From an optimization exercise on the open Yosys and OpenROAD flow, aimed at small area; shortcuts taken in it are not production practice.
Only simulation tests tie the RTL to the original design; equivalence was not proved.
No driver is modelled on the clock port, so clocking that relies on it looks cheaper here than on a real chip.
Power is estimated from default activity; no workload was simulated.

--- flow/xorsyn.py ---
#!/usr/bin/env python3
"""Re-synthesise the XOR network of a flat Yosys netlist for least area.

Usage: xorsyn.py IN.v OUT.v

Every xor2/xnor2/xor3/xnor3/inv/buf cell of the netlist ("linear" cells) is removed. Each
net that such a cell drives and that a module output or another cell reads is
a target: an XOR of source nets (register outputs, inputs, outputs of other
cells) plus a constant. The targets are rebuilt from two-input XOR/XNOR gates
by Paar's greedy common-pair elimination (best of several tie-breaking runs);
a gate's choice between XOR and XNOR absorbs the constants, so inverters are
only needed where one node must be used in both polarities. All other cells,
and so all registers with their names, are kept as they are.
"""
import collections
import itertools
import random
import re
import sys

LIN = re.compile(r'sky130_fd_sc_hd__(xor2|xnor2|xor3|xnor3|inv|clkinv|buf|clkbuf)_\d+$')


def parse(text):
    m = re.search(r'\bmodule\s+(\S+)\s*\((.*?)\);', text, re.S)
    top, body_start = m.group(1), m.end()
    body_end = text.rindex('endmodule')
    body = text[body_start:body_end]
    items = []          # ('decl', text) or ('cell', type, name, pins, text)
    pos = 0
    stmt = re.compile(r'\s*((?:\(\*.*?\*\)\s*)*)(input|output|inout|wire|reg)\b(.*?);'
                      r'|\s*((?:\(\*.*?\*\)\s*)*)(\S+)\s+(\\\S+|\S+)\s*\((.*?)\)\s*;', re.S)
    while True:
        mm = stmt.match(body, pos)
        if not mm:
            rest = body[pos:].strip()
            assert rest == '', rest[:200]
            break
        pos = mm.end()
        if mm.group(2):
            items.append(('decl', mm.group(2), mm.group(3).strip()))
        else:
            pins = {}
            for pm in re.finditer(r'\.(\w+)\s*\(\s*(.*?)\s*\)\s*(?:,|$)', mm.group(7).strip(), re.S):
                pins[pm.group(1)] = pm.group(2).strip()
            items.append(('cell', mm.group(5), mm.group(6), pins))
    return top, m.group(2), items


def norm(n):
    return n.strip()


def esc(n):
    """Escaped identifiers need a space before the next token."""
    return n + ' ' if n.startswith('\\') else n


def main(src, dst, tries=400):
    text = open(src).read()
    top, ports, items = parse(text)
    outs = set()
    for it in items:
        if it[0] == 'decl' and it[1] == 'output':
            d = it[2]
            mm = re.match(r'\[(\d+):(\d+)\]\s*(\S+)', d)
            if mm:
                hi, lo, nm = int(mm.group(1)), int(mm.group(2)), mm.group(3)
                for i in range(min(hi, lo), max(hi, lo) + 1):
                    outs.add(f'{nm}[{i}]')
            else:
                outs.add(d.split()[-1])
    cells = [it for it in items if it[0] == 'cell']
    lin = [c for c in cells if LIN.match(c[1])]
    other = [c for c in cells if not LIN.match(c[1])]
    drv = {}
    for c in lin:
        o = c[3].get('X', c[3].get('Y'))
        drv[norm(o)] = c
    memo = {}

    def fn(net):
        net = norm(net)
        if net in memo:
            return memo[net]
        c = drv.get(net)
        if c is None:
            r = (frozenset([net]), 0)
        else:
            kind = LIN.match(c[1]).group(1)
            p = c[3]
            if kind in ('xor2', 'xnor2'):
                a, b = fn(p['A']), fn(p['B'])
                r = (a[0] ^ b[0], a[1] ^ b[1] ^ (kind == 'xnor2'))
            elif kind in ('xor3', 'xnor3'):
                a, b, c3 = fn(p['A']), fn(p['B']), fn(p['C'])
                r = (a[0] ^ b[0] ^ c3[0], a[1] ^ b[1] ^ c3[1] ^ (kind == 'xnor3'))
            elif kind in ('inv', 'clkinv'):
                a = fn(p['A'])
                r = (a[0], a[1] ^ 1)
            else:
                r = fn(p['A'])
        memo[net] = r
        return r

    # sinks: linear nets read by other cells or that are outputs
    read_by_other = set()
    for c in other:
        for k, v in c[3].items():
            read_by_other.add(norm(v))
    sinks = [n for n in drv if n in outs or n in read_by_other]
    tgt = {n: fn(n) for n in sinks}
    for n, (s, p) in tgt.items():
        assert len(s) > 0 or True
    sets = sorted({s for s, p in tgt.values() if len(s) > 1}, key=lambda s: sorted(s))

    def paar(rng):
        T = [set(s) for s in sets]
        nodes = []
        while True:
            cnt = collections.Counter()
            for t in T:
                for a, b in itertools.combinations(sorted(t), 2):
                    cnt[(a, b)] += 1
            if not cnt:
                break
            best = max(cnt.values())
            cands = sorted(p for p, v in cnt.items() if v == best)
            a, b = rng.choice(cands) if rng else cands[0]
            new = f'@{len(nodes)}'
            nodes.append((a, b))
            for t in T:
                if a in t and b in t:
                    t.discard(a); t.discard(b); t.add(new)
        return nodes, [next(iter(t)) for t in T]

    best = paar(None)
    rng = random.Random(12345)
    for _ in range(tries):
        r = paar(rng)
        if len(r[0]) < len(best[0]):
            best = r
    nodes, roots = best
    root_of = dict(zip(sets, roots))
    # which sinks need which (root, parity)
    want = collections.defaultdict(list)     # root -> list of (sink, parity)
    for n in sinks:
        s, p = tgt[n]
        if len(s) == 1:
            want[next(iter(s))].append((n, p))
        else:
            want[root_of[s]].append((n, p))
    # node polarity: choose from its sinks (port sinks first), default 0
    pol = {}
    name = {}
    newcells = []
    newwires = []
    uid = [0]

    def fresh():
        uid[0] += 1
        w = f'_xs{uid[0]}_'
        newwires.append(w)
        return w
    for i, (a, b) in enumerate(nodes):
        nd = f'@{i}'
        ws = want.get(nd, [])
        ws.sort(key=lambda x: (x[0] not in outs, x[0]))
        if ws:
            pol[nd] = ws[0][1]
            name[nd] = ws[0][0]
        else:
            pol[nd] = 0
            name[nd] = fresh()
        pa = pol.get(a, 0); pb = pol.get(b, 0)
        na = name.get(a, a); nb = name.get(b, b)
        kind = 'xor2' if (pa ^ pb) == pol[nd] else 'xnor2'
        pin = 'X' if kind == 'xor2' else 'Y'
        newcells.append((f'sky130_fd_sc_hd__{kind}_1', {'A': na, 'B': nb, pin: name[nd]}))
    # remaining sinks
    rename = {}
    for root, ws in want.items():
        rp = pol.get(root, 0)
        rn = name.get(root, root)
        for sink, p in ws:
            if sink == rn:
                continue
            if p == rp and sink not in outs:
                rename[sink] = rn
                continue
            if p == rp:
                newcells.append(('sky130_fd_sc_hd__buf_1', {'A': rn, 'X': sink}))
            else:
                newcells.append(('sky130_fd_sc_hd__inv_1', {'A': rn, 'Y': sink}))
    # emit
    removed = set(drv) - set(sinks)
    out = [f'module {top}({ports});']
    for it in items:
        if it[0] == 'decl':
            nm = it[2].split()[-1]
            if it[1] == 'wire' and (nm in removed or nm in rename):
                continue
            out.append(f'  {it[1]} {esc(it[2])};')
    for w in newwires:
        out.append(f'  wire {w};')
    k = 0
    for c in other:
        pins = ', '.join(f'.{p}({esc(rename.get(norm(v), norm(v)))})' for p, v in c[3].items())
        out.append(f'  {c[1]} {esc(c[2])} ({pins});')
    for t, p in newcells:
        k += 1
        pins = ', '.join(f'.{a}({esc(b)})' for a, b in p.items())
        out.append(f'  {t} _xsc{k}_ ({pins});')
    out.append('endmodule')
    open(dst, 'w').write('\n'.join(out) + '\n')
    nx = sum(1 for t, p in newcells if 'xor' in t)
    print(f'xorsyn: {len(lin)} linear cells ({sum(1 for c in lin if "xor" in c[1])} xor) -> '
          f'{len(newcells)} ({nx} xor), {len(sinks)} targets')


if __name__ == '__main__':
    main(sys.argv[1], sys.argv[2])
--- config.mk ---
export PLATFORM = sky130hd
export DESIGN_NAME = task4_2
export DESIGN_NICKNAME = task4_2
export VERILOG_FILES = /design/flow/design.v
export SDC_FILE = /design/flow/constraint.sdc
export NUM_CORES = 4
export LEC_CHECK = 0
export CAP_MARGIN = 20
export CORE_MARGIN = 2
export CORE_UTILIZATION = 40
export SLEW_MARGIN = 20
--- flow/pre_cts.tcl ---
# The clock port drives a few clock buffers directly; each buffer drives the
# clock pins of one group of registers (groups by k-means on the register
# positions) and sits at its group's centre. Clock tree synthesis then only
# sees the port's net, whose sinks are these buffers.
set cell sky130_fd_sc_hd__clkbuf_8
set k 3
set block [ord::get_db_block]
set dbu [$block getDbUnitsPerMicron]
set net [$block findNet clk]
set pins {}
foreach it [$net getITerms] {
  set box [[$it getInst] getBBox]
  lappend pins [list [$it getInst] [$it getMTerm] \
    [expr {([$box xMin] + [$box xMax]) / 2.0 / $dbu}] \
    [expr {([$box yMin] + [$box yMax]) / 2.0 / $dbu}]]
}
# k-means, started from points spread along x
set sorted [lsort -real -index 2 $pins]
set n [llength $sorted]
set cx {}
set cy {}
for {set i 0} {$i < $k} {incr i} {
  set p [lindex $sorted [expr {int(($i + 0.5) * $n / $k)}]]
  lappend cx [lindex $p 2]
  lappend cy [lindex $p 3]
}
for {set iter 0} {$iter < 50} {incr iter} {
  set groups {}
  for {set i 0} {$i < $k} {incr i} { lappend groups {} }
  foreach p $pins {
    set best 0
    set bd 1e30
    for {set i 0} {$i < $k} {incr i} {
      set d [expr {abs([lindex $p 2] - [lindex $cx $i]) + abs([lindex $p 3] - [lindex $cy $i])}]
      if {$d < $bd} { set bd $d; set best $i }
    }
    lset groups $best [concat [lindex $groups $best] [list $p]]
  }
  for {set i 0} {$i < $k} {incr i} {
    set g [lindex $groups $i]
    if {[llength $g] == 0} continue
    set sx 0.0; set sy 0.0
    foreach p $g { set sx [expr {$sx + [lindex $p 2]}]; set sy [expr {$sy + [lindex $p 3]}] }
    lset cx $i [expr {$sx / [llength $g]}]
    lset cy $i [expr {$sy / [llength $g]}]
  }
}
for {set i 0} {$i < $k} {incr i} {
  set g [lindex $groups $i]
  if {[llength $g] == 0} continue
  set loads {}
  foreach p $g {
    lappend loads [get_pins "[[lindex $p 0] getName]/[[lindex $p 1] getName]"]
  }
  puts "pre_cts: clock buffer $i for [llength $g] clock pins at ([lindex $cx $i], [lindex $cy $i])"
  insert_buffer -buffer_cell $cell -net clk -load_pins $loads \
    -location [list [lindex $cx $i] [lindex $cy $i]] \
    -buffer_name clkleaf$i -net_name clk_leaf$i
}
--- flow/run.sh ---
#!/bin/bash
# The standard layout with these changes:
#  - after the standard synthesis, flow/xorsyn.py rebuilds the netlist's
#    XOR network (the convolutional-code outputs) with fewer gates; the
#    registers and all other cells are kept as synthesised;
#  - the port buffers are the smallest buffer cell;
#  - before clock tree synthesis, flow/pre_cts.tcl lets the clock port drive
#    three clock buffers, one per group of nearby registers; clock tree
#    synthesis then has nothing to add and adds no dummy loads.
set -uo pipefail
R=orfs/results/${FLOW_PLATFORM}/task4_2/base
KNOBS=("BUFFER_PORTS_ARGS=-buffer_cell sky130_fd_sc_hd__buf_1"
       "CTS_ARGS=-sink_clustering_enable -repair_clock_nets -dont_use_dummy_load -clk_nets clk"
       "PRE_CTS_TCL=$PWD/flow/pre_cts.tcl")
bash standard.sh "${KNOBS[@]}" synth > synth.log 2>&1 || { tail -n 30 synth.log; exit 1; }
cp "$R/1_2_yosys.v" "$R/1_2_yosys_abc.v"
python3 flow/xorsyn.py "$R/1_2_yosys_abc.v" "$R/1_2_yosys.v" > xorsyn.log 2>&1 || { cat xorsyn.log; exit 1; }
cat xorsyn.log
rm -f "$R/1_synth.odb" "$R/1_synth.sdc"
bash standard.sh "${KNOBS[@]}" finish > standard.log 2>&1
rc=$?
tail -n 30 standard.log
exit $rc
--- flow/clkbuf.py ---
#!/usr/bin/env python3
"""Put one clock buffer between the clock port and every clock pin.

Usage: clkbuf.py IN.v OUT.v PORT CELL
"""
import re
import sys

src, dst, port, cell = sys.argv[1:5]
text = open(src).read()
net = f'{port}_buf'
n = len(re.findall(r'\.CLK\(\s*' + re.escape(port) + r'\s*\)', text))
text = re.sub(r'\.CLK\(\s*' + re.escape(port) + r'\s*\)', f'.CLK({net})', text)
i = text.rindex('endmodule')
text = (text[:i] + f'  wire {net};\n  {cell} _clkroot_ (.A({port}), .X({net}));\n'
        + text[i:])
open(dst, 'w').write(text)
print(f'clkbuf: {n} clock pins now on {cell}')
--- standard.sh ---
#!/bin/bash
# synth_recipe.tcl (not shown) runs the flow's synth.tcl, then flattens the netlist and writes it again
# the make line also repeats each setting of config.mk as NAME=value (left out here)
make -C /OpenROAD-flow-scripts/flow DESIGN_CONFIG=/design/flow/config.mk WORK_HOME=/design/flow/orfs CLKGATE_MAP_FILE= SYNTH_SCRIPT=/design/flow/synth_recipe.tcl "${@:-finish}"
--- design.v ---
module task4_2(output [95:0] yout,
               output done,
               input data, start, clk);
  reg  [5:0]  s;        
  reg  [31:0] d;        
  reg  [15:0] g;        
  wire all5  = &s[4:0];
  wire run   = ~all5;
  wire first = ~s[5] & s[3] & ~s[2] & s[0];
  assign done = all5 & s[5];
  always @(posedge clk or posedge start)
    if (start) s <= 6'b011011;
    else       s <= {s[4:0], ~(s[5] ^ s[0]) | all5};
  always @(posedge clk)
    if (run) d <= {data, d[31:1]};
  wire x   = d[31] ^ g[15];     
  wire upd = ~done & ~first;    
  wire [15:0] gn = {~(g[14] ^ x), g[13:2], ~(g[1] ^ x), g[0], x};
  always @(posedge clk)
    g <= ({16{done}} & g) | ({16{upd}} & gn);
  wire [15:0] r = ~g;
  wire [34:0] dz = {d, 3'b000};            
  wire [31:0] tz = dz[32:1] ^ dz[31:0];    
  wire [31:0] fo = dz[34:3] ^ tz;
  wire [31:0] fe = fo ^ dz[33:2];
  wire [18:0] q  = {d[29], d[30], d[31], r};
  wire [15:0] tq = q[18:3] ^ q[17:2];      
  wire [15:0] co = q[15:0] ^ tq;
  wire [15:0] ce = co ^ q[16:1];
  assign yout = {fo[15], fe[15], fo[11], fe[11], fo[7], fe[7], fo[3], fe[3],
                 fo[14], fe[14], fo[10], fe[10], fo[6], fe[6], fo[2], fe[2],
                 fo[13], fe[13], fo[9], fe[9], fo[5], fe[5], fo[1], fe[1],
                 fo[12], fe[12], fo[8], fe[8], fo[4], fe[4], fo[0], fe[0],
                 fo[31], fe[31], fo[27], fe[27], fo[23], fe[23], fo[19], fe[19],
                 fo[30], fe[30], fo[26], fe[26], fo[22], fe[22], fo[18], fe[18],
                 fo[29], fe[29], fo[25], fe[25], fo[21], fe[21], fo[17], fe[17],
                 fo[28], fe[28], fo[24], fe[24], fo[20], fe[20], fo[16], fe[16],
                 co[0], ce[0], co[4], ce[4], co[8], ce[8], co[12], ce[12],
                 co[1], ce[1], co[5], ce[5], co[9], ce[9], co[13], ce[13],
                 co[2], ce[2], co[6], ce[6], co[10], ce[10], co[14], ce[14],
                 co[3], ce[3], co[7], ce[7], co[11], ce[11], co[15], ce[15]};
endmodule
--- constraint.sdc ---
create_clock -name core_clock -period 7.0 [get_ports {clk}]
set_input_delay 1.4000 -clock core_clock [delete_from_list [all_inputs] [get_ports {clk}]]
set_output_delay 1.4000 -clock core_clock [all_outputs]
set_load 0.01 [all_outputs]
==> results.py, run 1 <==
metrics = {
    "status": {
        "run_status": "complete, no violations",
    },
    "cts": {
        "cts_resized": 0,
        "clock_latency_ns": 0.17,
        "cts_hold_buf": 0,
        "path_clk_slew_ns": 0.12,
        "post_cts.repair.setup_buffers": 0,
    },
    "routing": {
        "finalWirelength_um": 5120,
        "postRouteAntennaNets": 0,
        "dr.pass1.iters": 4,
        "dr.first_iter.drc_count": 62,
        "drc": 0,
        "vias_per_cell": 4.44,
        "vias": 1886,
        "wl_per_cell_um": 12.0,
    },
    "setup_path": {
        "cpPeakStageDelay_ns": 0.51,
        "cp_max_fo": 5,
        "reg2reg_from": "s[5]$_DFF_PP0_",
        "cp-start-kind": "register",
        "crit_chain": "xor2_1 -> xor2_1 -> xnor2_1 -> buf_1",
        "required_ns": 5.60,
        "path_class": "register to output pin",
        "rrSetupSlack_ns": 5.22,
        "cp-endpoint": "yout[16]",
        "reg2reg_depth": 3,
        "rr_endpoint": "g[1]$_DFF_P_",
        "end_kind": "output pin",
        "critPathSlowestCell": "edfxtp_1",
        "cpMostUsedCell": "xor2_1",
        "crit_start": "d[31]$_DFFE_PN_",
        "arrival_ns": 1.79,
    },
    "yosys": {
        "syn_inst": 227,
        "synth_nets": 230,
        "syn_area_per_cell_sq_um": 12.8,
        "yosysWarnings": 1,
        "synthesis.area_sq_um": 2900,
    },
    "timing": {
        "hold_viol": 0,
        "setup_viol": 0,
        "rsz0062_at_grt": "false",
        "max_freq_mhz": 314,
        "finalCriticalPeriod_ns": 3.19,
        "skew_ns": 0.0142,
        "setup_tns_ns": 0,
        "finalCritPeriodShare_pct": 45.6,
        "whs_ns": 0.360,
        "slew_violations": 0,
        "tightestPinTransition_ns": 1.01,
        "relSlewSlack_pct": 32.5,
    },
    "grt": {
        "grt_pass1_wl_um": 8070,
        "use_met3_pct": 1.29,
        "grt_usage_pct": 12.3,
        "grt_start_max_net_pins": 33,
        "overflow": 0,
        "globalRouteMet1Util_pct": 18.8,
        "grtUsageMet2_pct": 19.6,
        "grt_pass1_vias": 1641,
        "busiest_layer": "met2",
        "grt_antenna_before_repair": 0,
    },
    "placement": {
        "place.gp.congestion": 0.713,
        "io_buffers": 99,
        "dp_hpwl_um": 3910,
    },
    "floorplanning": {
        "row_count": 31,
        "dieArea_sq_um": 7930,
        "coreArea_sq_um": 7140,
        "io_pins": 100,
        "die_w_um": 89.1,
        "die_h_um": 89.1,
        "start_util_pct": 40.6,
    },
    "worst_hold_path": {
        "hp-class": "register to register",
    },
    "job": {
        "max_cap_viol_count": 0,
    },
    "power": {
        "peakVddDrop_mv": 0.367,
        "power_density_nw_per_um2": 457,
        "p_leak_nw": 1.37,
    },
    "finish": {
        "areaGrowthSynthToFinish_pct": 18.3,
        "num_antenna_cells": 0,
        "layout-drive-gt1-share_pct": 2.76,
        "num-nets-final": 331,
    },
}
[state kept, by name (all words and copies together), names as in the netlist]
signal	count
g	16
d	32
s	6
[critical path: cells and delay by family, from the launching register on]
kind                   cells  cell delay (ns)
XOR/XNOR                   3             0.94
flip-flops                 1             0.51
buffers and inverters      1             0.17
[how the worst min path moves through the flow]
stage / start / endpoint / depth (start not counted)
6_report: s[3]$_DFF_PP1_ / s[4]$_DFF_PP1_ / 0
5_1_grt: s[3]$_DFF_PP1_ / s[4]$_DFF_PP1_ / 0
4_1_cts: s[3]$_DFF_PP1_ / s[4]$_DFF_PP1_ / 0
3_5_place_dp: s[0]$_DFF_PP1_ / s[1]$_DFF_PP1_ / 0
3_3_place_gp: s[3]$_DFF_PP1_ / s[4]$_DFF_PP1_ / 0
2_1_floorplan: s[3]$_DFF_PP1_ / s[4]$_DFF_PP1_ / 0
[final cells by class, clock buffers not listed]
| cell class | instances | area [sq um] |
|---|---|---|
| fill | 687 | 3710 |
| inverter | 2 | 7.51 |
| multi-input combinational | 167 | 1440 |
| sequential | 54 | 1440 |
| tap | 99 | 124 |
| timing repair buffer | 100 | 379 |
[metal layers]
layer  wire length, um  part of all wire, %
met4                51                  1.0
met2              2300                   45
met5                 0                    0
met1              2430                   47
met3               334                  6.5
[stage by stage]
stage	cell area (sq um)	util, %	total power [mW]	setup slack [ns]	std cells
4_1_cts	3420	48.0	1.56	4.02	425
6_report	3420	48.0	1.56	3.81	425
5_1_grt	3420	48.0	1.71	3.62	425
2_1_floorplan	2900	-	1.15	4.17	227
3_3_place_gp	3380	47.4	1.46	4.05	422
3_5_place_dp	3380	47.4	1.46	4.03	422
[cells in the final DEF (no fill, tap or decap), types with 3 or more instances in the layout]
cell type	n
buf_1	99
dfstp_2	4
edfxtp_1	32
xnor2_1	21
xor2_1	118
a22o_1	15
dfxtp_1	16
clkbuf_8	3
[power breakdown]
| group | internal [mW] | total [mW] | switching [mW] |
|---|---|---|---|
| logic | 0.399 | 0.949 | 0.550 |
| clock network | 0.0399 | 0.115 | 0.0750 |
| registers | 0.397 | 0.501 | 0.103 |
==> inputs of run 2 (changes only) <==
--- a/config.mk
+++ b/config.mk
@@ -9,3 +9,4 @@
 export CORE_MARGIN = 2
-export CORE_UTILIZATION = 40
+export CORE_UTILIZATION = 55
+export PLACE_DENSITY = 0.75
 export SLEW_MARGIN = 20
removed: flow/clkbuf.py
==> run 2 against run 1 <==
Still clean. Routed wire length decreased by 1.1%. Global-route usage increased by 4.7 points. Synthesized cell count unchanged. Fmax increased by 0.46%. Clock power about the same. Total power increased by 0.32%. Worst setup slack improved by 0.015 ns. Hold slack improved by 0.020 ns. Synthesized area unchanged. Flip-flop and latch count unchanged. Critical path depth unchanged. Combinational power increased by 0.7%. Critical path type unchanged. Critical endpoint unchanged. Largest cell class unchanged.
==> results.py, run 2 <==
metrics = {
    "grt": {
        "globalRouteMet1Util_pct": 23.7,
        "grt_pass1_vias": 1781,
        "grt_pass1_wl_um": 8580,
        "use_met3_pct": 1.66,
        "grt_start_max_net_pins": 33,
        "busiest_layer": "met2",
        "grtUsageMet2_pct": 30.3,
        "grt_antenna_before_repair": 0,
        "overflow": 0,
        "grt_usage_pct": 17.0,
    },
    "finish": {
        "layout-drive-gt1-share_pct": 2.76,
        "num-nets-final": 331,
        "areaGrowthSynthToFinish_pct": 17.0,
        "multi_input_area_sq_um": 1440,
        "fillers": 437,
        "largest_reg_flops": 32,
        "layout.area.seq_sq_um": 1440,
        "mostFrequentLayoutCell": "xor2_1",
        "num_antenna_cells": 0,
        "final_cell_mix": "118 x xor2_1, 99 x buf_1, 32 x edfxtp_1",
        "reg.largest.list": "d: 32 flops, g: 16 flops, s: 6 flops",
        "largest_register": "d",
    },
    "cts": {
        "clock_latency_ns": 0.17,
        "path_clk_slew_ns": 0.12,
        "post_cts.repair.setup_buffers": 0,
        "cts_hold_buf": 0,
        "cts_resized": 0,
    },
    "routing": {
        "wl_per_cell_um": 12.8,
        "drc": 0,
        "dr.pass1.iters": 4,
        "vias_per_cell": 4.79,
        "dr.first_iter.drc_count": 52,
        "vias": 1898,
        "finalWirelength_um": 5060,
        "postRouteAntennaNets": 0,
    },
    "setup_path": {
        "rrSetupSlack_ns": 5.21,
        "rr_endpoint": "g[14]$_DFF_P_",
        "cpMostUsedCell": "xor2_1",
        "path_depth": 4,
        "path_class": "register to output pin",
        "crit_family": "XOR/XNOR gates",
        "required_ns": 5.60,
        "cp-endpoint": "yout[16]",
        "critPathSlowestCell": "xor2_1",
        "crit_buf_inv": 1,
        "crit_chain": "xor2_1 -> xor2_1 -> xnor2_1 -> buf_1",
        "cp_max_fo": 5,
        "arrival_ns": 1.77,
        "cp-start-kind": "register",
        "reg2reg_from": "s[5]$_DFF_PP0_",
        "crit_start": "d[31]$_DFFE_PN_",
        "reg2reg_depth": 3,
        "cpPeakStageDelay_ns": 0.51,
        "end_kind": "output pin",
    },
    "yosys": {
        "synth_nets": 230,
        "syn_area_per_cell_sq_um": 12.8,
        "syn_inst": 227,
        "synthesis.area_sq_um": 2900,
        "yosysWarnings": 1,
    },
    "floorplanning": {
        "dieArea_sq_um": 5860,
        "start_util_pct": 56.7,
        "coreArea_sq_um": 5110,
        "row_count": 26,
        "die_w_um": 76.6,
        "die_h_um": 76.6,
        "io_pins": 100,
    },
    "timing": {
        "relSlewSlack_pct": 30.0,
        "skew_ns": 0.0247,
        "timing.final.ws_setup_ns": 3.83,
        "setup_tns_ns": 0,
        "max_freq_mhz": 315,
        "hold_viol": 0,
        "setup_viol": 0,
        "finalCritPeriodShare_pct": 45.3,
        "tightestPinTransition_ns": 1.04,
        "slew_violations": 0,
        "finalCriticalPeriod_ns": 3.17,
        "rsz0062_at_grt": "false",
    },
    "job": {
        "max_cap_viol_count": 0,
    },
    "power": {
        "pwr-share-comb_pct": 60.9,
        "power_density_nw_per_um2": 463,
        "peakVddDrop_mv": 0.443,
        "p_sw_mw": 0.733,
        "switching_share_pct": 46.7,
        "seqPwrFrac_pct": 31.9,
        "p_leak_nw": 1.37,
        "power.internal_mw": 0.837,
        "p_clk_share_pct": 7.2,
    },
    "placement": {
        "dp_slack_ns": 4.02,
        "dp_hpwl_um": 3740,
        "io_buffers": 99,
        "place.gp.congestion": 0.787,
    },
    "status": {
        "run_status": "complete, no violations",
    },
    "worst_hold_path": {
        "hp-class": "register to register",
    },
}
-- run 2: cell counts in the layout (fill, tap and decap cells not counted) --
Identical to the previous run, type by type.
-- run 2: layer usage --
layer,up-vias,routed length [um]
met5,-,0
met2,58,2470
met3,3,247
met4,0,32
met1,879,2310
li1,958,-
-- run 2: area by class of cell, clock buffers not listed --
type                    count  share of cell area (%)
repair buffers            100                    11.2
inverters                   2                   0.222
well taps                  70                    2.58
multi-input cells         167                    42.4
flip-flops and latches     54                    42.4
-- run 2: power groups by stage --
| stage | clock network, mW | logic [mW] | registers, mW |
|---|---|---|---|
| global placement | 0 | 0.961 | 0.507 |
| CTS | 0.0855 | 0.969 | 0.509 |
| finish | 0.113 | 0.956 | 0.500 |
| global route | 0.130 | 1.05 | 0.516 |
| detailed placement | 0 | 0.956 | 0.508 |
| floorplan | 0 | 0.667 | 0.486 |
-- run 2: worst min-delay path by stage --
stage                   start        endpoint  depth (start not counted)  slack [ns]
2_1_floorplan  s[3]$_DFF_PP1_  s[4]$_DFF_PP1_                          0        0.36
3_3_place_gp   s[0]$_DFF_PP1_  s[1]$_DFF_PP1_                          0        0.36
3_5_place_dp   s[3]$_DFF_PP1_  s[4]$_DFF_PP1_                          0        0.36
4_1_cts        s[3]$_DFF_PP1_  s[4]$_DFF_PP1_                          0        0.36
5_1_grt        s[3]$_DFF_PP1_  s[4]$_DFF_PP1_                          0        0.39
6_report       s[3]$_DFF_PP1_  s[4]$_DFF_PP1_                          0        0.38
-- run 2: per-stage QoR --
stage	cell area (sq um)	power, mW	std cells	hold WS (ns)	utilization [%]
after floorplan	2900	1.15	227	0.357	-
after global placement	3350	1.47	393	0.360	65.5
after detailed placement	3350	1.46	393	0.363	65.5
after CTS	3390	1.56	396	0.362	66.3
after global routing	3390	1.70	396	0.386	66.3
final	3390	1.57	396	0.379	66.3
==> inputs of run 3 (changes only) <==
--- a/config.mk
+++ b/config.mk
@@ -9,4 +9,3 @@
 export CORE_MARGIN = 2
-export CORE_UTILIZATION = 55
-export PLACE_DENSITY = 0.75
+export CORE_UTILIZATION = 40
 export SLEW_MARGIN = 20
==> run 3 against run 2 <==
Final area up 1.1%. Register-to-register slack about the same. Worst setup slack worse by 0.015 ns. Critical endpoint unchanged.
==> results.py, run 3 <==
metrics = {
    "grt": {
        "use_met3_pct": 1.29,
        "grt_pass1_vias": 1641,
        "busiest_layer": "met2",
        "grt_antenna_before_repair": 0,
        "overflow": 0,
        "grt_usage_pct": 12.3,
        "grt_pass1_wl_um": 8070,
        "globalRouteMet1Util_pct": 18.8,
        "grt_start_max_net_pins": 33,
        "grtUsageMet2_pct": 19.6,
    },
    "yosys": {
        "synth_nets": 230,
        "yosysWarnings": 1,
        "syn_area_per_cell_sq_um": 12.8,
        "syn_inst": 227,
        "synthesis.area_sq_um": 2900,
    },
    "timing": {
        "skew_ns": 0.0142,
        "hold_viol": 0,
        "rsz0062_at_grt": "false",
        "finalCriticalPeriod_ns": 3.19,
        "whs_ns": 0.360,
        "setup_tns_ns": 0,
        "timing.final.ws_setup_ns": 3.81,
        "relSlewSlack_pct": 32.5,
        "setup_viol": 0,
        "finalCritPeriodShare_pct": 45.6,
        "slew_violations": 0,
        "max_freq_mhz": 314,
        "tightestPinTransition_ns": 1.01,
    },
    "floorplanning": {
        "start_util_pct": 40.6,
        "die_w_um": 89.1,
        "row_count": 31,
        "dieArea_sq_um": 7930,
        "die_h_um": 89.1,
        "io_pins": 100,
        "coreArea_sq_um": 7140,
    },
    "finish": {
        "largest_reg_flops": 32,
        "num-nets-final": 331,
        "fillers": 687,
        "mostFrequentLayoutCell": "xor2_1",
        "layout.area.seq_sq_um": 1440,
        "num_antenna_cells": 0,
        "layout-drive-gt1-share_pct": 2.76,
        "areaGrowthSynthToFinish_pct": 18.3,
        "largest_register": "d",
        "multi_input_area_sq_um": 1440,
        "reg.largest.list": "d: 32 flops, g: 16 flops, s: 6 flops",
        "final_cell_mix": "118 x xor2_1, 99 x buf_1, 32 x edfxtp_1",
        "fin_cells": 425,
    },
    "routing": {
        "dr.pass1.iters": 4,
        "vias_per_cell": 4.44,
        "wl_per_cell_um": 12.0,
        "dr.first_iter.drc_count": 62,
        "finalWirelength_um": 5120,
        "vias": 1886,
        "drc": 0,
        "postRouteAntennaNets": 0,
    },
    "power": {
        "power_mw": 1.56,
        "p_leak_nw": 1.37,
        "peakVddDrop_mv": 0.367,
        "power_density_nw_per_um2": 457,
    },
    "worst_hold_path": {
        "hp-class": "register to register",
    },
    "placement": {
        "dp_hpwl_um": 3910,
        "dp_slack_ns": 4.03,
        "io_buffers": 99,
        "placed_cells": 422,
        "place.gp.congestion": 0.713,
    },
    "setup_path": {
        "end_kind": "output pin",
        "cp_max_fo": 5,
        "path_class": "register to output pin",
        "rrSetupSlack_ns": 5.22,
        "required_ns": 5.60,
        "cp-start-kind": "register",
        "arrival_ns": 1.79,
    },
    "cts": {
        "clock_latency_ns": 0.17,
        "path_clk_slew_ns": 0.12,
        "cts_resized": 0,
        "cts_hold_buf": 0,
        "post_cts.repair.setup_buffers": 0,
    },
    "job": {
        "max_cap_viol_count": 0,
    },
    "status": {
        "run_status": "complete, no violations",
    },
}
-- run 3: metal layers --
metal  vias to the layer above  routed length, um
li1                        955                  -
met1                       864               2430
met2                        64               2300
met3                         3                334
met4                         0                 51
met5                         -                  0
-- run 3: worst max-delay path, cell delays in order, from the launching register on --
cell	delay, ns
edfxtp_1	0.51
xor2_1	0.50
xor2_1	0.29
xnor2_1	0.15
buf_1	0.17
-- run 3: metrics by stage --
stage | cell area [sq um] | utilization, %
2_1_floorplan | 2900 | -
3_3_place_gp | 3380 | 47.4
4_1_cts | 3420 | 48.0
3_5_place_dp | 3380 | 47.4
5_1_grt | 3420 | 48.0
6_report | 3420 | 48.0
-- run 3: worst paths after layout --
kind	cells after the start	endpoint	startpoint
setup / recovery	4	yout[16]	d[31]$_DFFE_PN_
hold / removal	0	s[4]$_DFF_PP1_	s[3]$_DFF_PP1_
setup reg to reg	3	g[1]$_DFF_P_	s[5]$_DFF_PP0_
hold reg to reg	0	s[4]$_DFF_PP1_	s[3]$_DFF_PP1_
max in group asynchronous	2	s[3]$_DFF_PP1_	start
min in group asynchronous	2	s[2]$_DFF_PP0_	start
-- run 3: area by class of cell, clock buffers not listed --
cell class                      instances  area share, %
Inverter                                2          0.219
Multi-Input combinational cell        167           41.9
Sequential cell                        54           41.9
Tap cell                               99           3.62
Timing Repair Buffer                  100           11.1
-- run 3: power breakdown --
group / switching (mW) / internal, mW / total [mW]
Clock: 0.0750 / 0.0399 / 0.115
Combinational: 0.550 / 0.399 / 0.949
Sequential: 0.103 / 0.397 / 0.501
==> inputs of run 4 (changes only) <==
--- a/config.mk
+++ b/config.mk
@@ -7,5 +7,5 @@
 export LEC_CHECK = 0
-export CAP_MARGIN = 20
+export CAP_MARGIN = 0
 export CORE_MARGIN = 2
 export CORE_UTILIZATION = 40
-export SLEW_MARGIN = 20
+export SLEW_MARGIN = 0
==> run 4 against run 3 <==
Worst setup slack unchanged. Largest cell class unchanged. Register-to-register slack about the same. Synthesized cell count unchanged. Clock skew unchanged. Total power unchanged. Synthesized area unchanged. Cell count unchanged. Flip-flop and latch count unchanged. Via count unchanged. Critical path type unchanged. Clock power about the same. Largest power group unchanged. Routed wire length unchanged.
==> results.py, run 4 <==
metrics = {
    "status": {
        "run_status": "complete, no violations",
    },
    "grt": {
        "overflow": 0,
        "grt_start_max_net_pins": 33,
        "grt_usage_pct": 12.3,
        "grt_pass1_wl_um": 8070,
        "grt_pass1_vias": 1641,
        "grt_antenna_before_repair": 0,
    },
    "timing": {
        "slew_violations": 0,
        "tightestPinTransition_ns": 1.01,
        "rsz0062_at_grt": "false",
        "finalCriticalPeriod_ns": 3.19,
        "finalCritPeriodShare_pct": 45.6,
        "hold_viol": 0,
        "relSlewSlack_pct": 32.5,
        "setup_viol": 0,
        "skew_ns": 0.0142,
        "max_freq_mhz": 314,
        "setup_tns_ns": 0,
    },
    "floorplanning": {
        "dieArea_sq_um": 7930,
        "start_util_pct": 40.6,
        "die_w_um": 89.1,
        "die_h_um": 89.1,
        "row_count": 31,
        "coreArea_sq_um": 7140,
        "io_pins": 100,
    },
    "finish": {
        "mostFrequentLayoutCell": "xor2_1",
        "areaGrowthSynthToFinish_pct": 18.3,
        "reg.largest.list": "d: 32 flops, g: 16 flops, s: 6 flops",
        "fillers": 687,
        "final_cell_mix": "118 x xor2_1, 99 x buf_1, 32 x edfxtp_1",
        "final_area_sq_um": 3420,
        "num_antenna_cells": 0,
        "num-nets-final": 331,
        "largest_register": "d",
        "largest_reg_flops": 32,
        "layout-drive-gt1-share_pct": 2.76,
    },
    "cts": {
        "post_cts.repair.setup_buffers": 0,
        "path_clk_slew_ns": 0.12,
        "cts_hold_buf": 0,
        "cts_resized": 0,
        "clock_latency_ns": 0.17,
    },
    "job": {
        "max_cap_viol_count": 0,
    },
    "setup_path": {
        "end_kind": "output pin",
        "crit_buf_inv": 1,
        "cpPeakStageDelay_ns": 0.51,
        "crit_chain": "xor2_1 -> xor2_1 -> xnor2_1 -> buf_1",
        "critPathSlowestCell": "edfxtp_1",
        "cp_max_fo": 5,
        "cpMostUsedCell": "xor2_1",
        "required_ns": 5.60,
        "cp-start-kind": "register",
        "path_class": "register to output pin",
        "rrSetupSlack_ns": 5.22,
        "arrival_ns": 1.79,
        "crit_family": "XOR/XNOR gates",
    },
    "yosys": {
        "syn_inst": 227,
        "syn_area_per_cell_sq_um": 12.8,
        "yosysWarnings": 1,
        "synth_nets": 230,
        "synthesis.area_sq_um": 2900,
    },
    "routing": {
        "dr.pass1.iters": 4,
        "vias": 1886,
        "vias_per_cell": 4.44,
        "postRouteAntennaNets": 0,
        "drc": 0,
        "wl_per_cell_um": 12.0,
        "dr.first_iter.drc_count": 62,
        "finalWirelength_um": 5120,
    },
    "placement": {
        "place.gp.congestion": 0.713,
        "io_buffers": 99,
        "placed_cell_area_sq_um": 3380,
        "dp_hpwl_um": 3910,
    },
    "power": {
        "peakVddDrop_mv": 0.367,
        "p_leak_nw": 1.37,
        "power_density_nw_per_um2": 457,
    },
    "worst_hold_path": {
        "hp-class": "register to register",
    },
}
-- run 4: area by class of cell, clock buffers not listed --
class                      instances  area [sq um]  area share (%)
sequential                        54          1440            41.9
multi-input combinational        167          1440            41.9
timing repair buffer             100           379            11.1
tap                               99           124            3.62
inverter                           2          7.51           0.219
-- run 4: routing by layer --
layer | GRT usage, % | part of all wire [%] | vias up | wire, um
met5 | 0 | 0 | - | 0
met4 | 1.22 | 1.0 | 0 | 51
met3 | 1.29 | 6.5 | 3 | 334
met2 | 19.6 | 45 | 64 | 2300
met1 | 18.8 | 47 | 864 | 2430
li1 | - | - | 955 | -
-- run 4: final timing paths --
| path | from | to | cells past startpoint |
|---|---|---|---|
| max | d[31]$_DFFE_PN_ | yout[16] | 4 |
| min | s[3]$_DFF_PP1_ | s[4]$_DFF_PP1_ | 0 |
| max reg2reg | s[5]$_DFF_PP0_ | g[1]$_DFF_P_ | 3 |
| min reg2reg | s[3]$_DFF_PP1_ | s[4]$_DFF_PP1_ | 0 |
| max in group asynchronous | start | s[3]$_DFF_PP1_ | 2 |
| min in group asynchronous | start | s[2]$_DFF_PP0_ | 2 |
-- run 4: power breakdown --
part	switching, mW	internal (mW)
logic	0.550	0.399
clock network	0.0750	0.0399
registers	0.103	0.397
total	0.728	0.837
-- run 4: metrics by stage --
step	total power, mW	utilization [%]	cells	hold slack [ns]	setup slack [ns]
6_report	1.56	48.0	425	0.360	3.81
4_1_cts	1.56	48.0	425	0.363	4.02
2_1_floorplan	1.15	-	227	0.357	4.17
3_5_place_dp	1.46	47.4	422	0.365	4.03
5_1_grt	1.71	48.0	425	0.366	3.62
3_3_place_gp	1.46	47.4	422	0.358	4.05

## afterwards: timing with drivers on the ports
The results above use ideal ports. As a check the final layouts listed here were re-extracted and re-timed, cells and wires unchanged.
Step 1 assumes that a clkbuf_16 drives the clock port and a buf_2 every other input.
Step 2 times the ports against the registers' clock, not the clock port: input delays grow and output delays shrink by t, the midpoint of the rising clock arrivals with the driver on.
Three values: ideal, step 1, step 2; two values: the first two.
run | t, ns | slack for setup (ns) | clock arrival spread, ns | worst data-port slew with drivers (ns) | cell pins on the clock port's net
run 1 | 0.211 | 3.811 / 3.761 / 3.972 | 0.014 / 0.014 | 0.03 | 3
run 2 | 0.201 | 3.826 / 3.781 / 3.981 | 0.025 / 0.025 | 0.03 | 3
run 3 | 0.211 | 3.811 / 3.761 / 3.972 | 0.014 / 0.014 | 0.03 | 3
run 4 | 0.211 | 3.811 / 3.761 / 3.972 | 0.014 / 0.014 | 0.03 | 3
After both steps setup and hold are still met in every run listed.
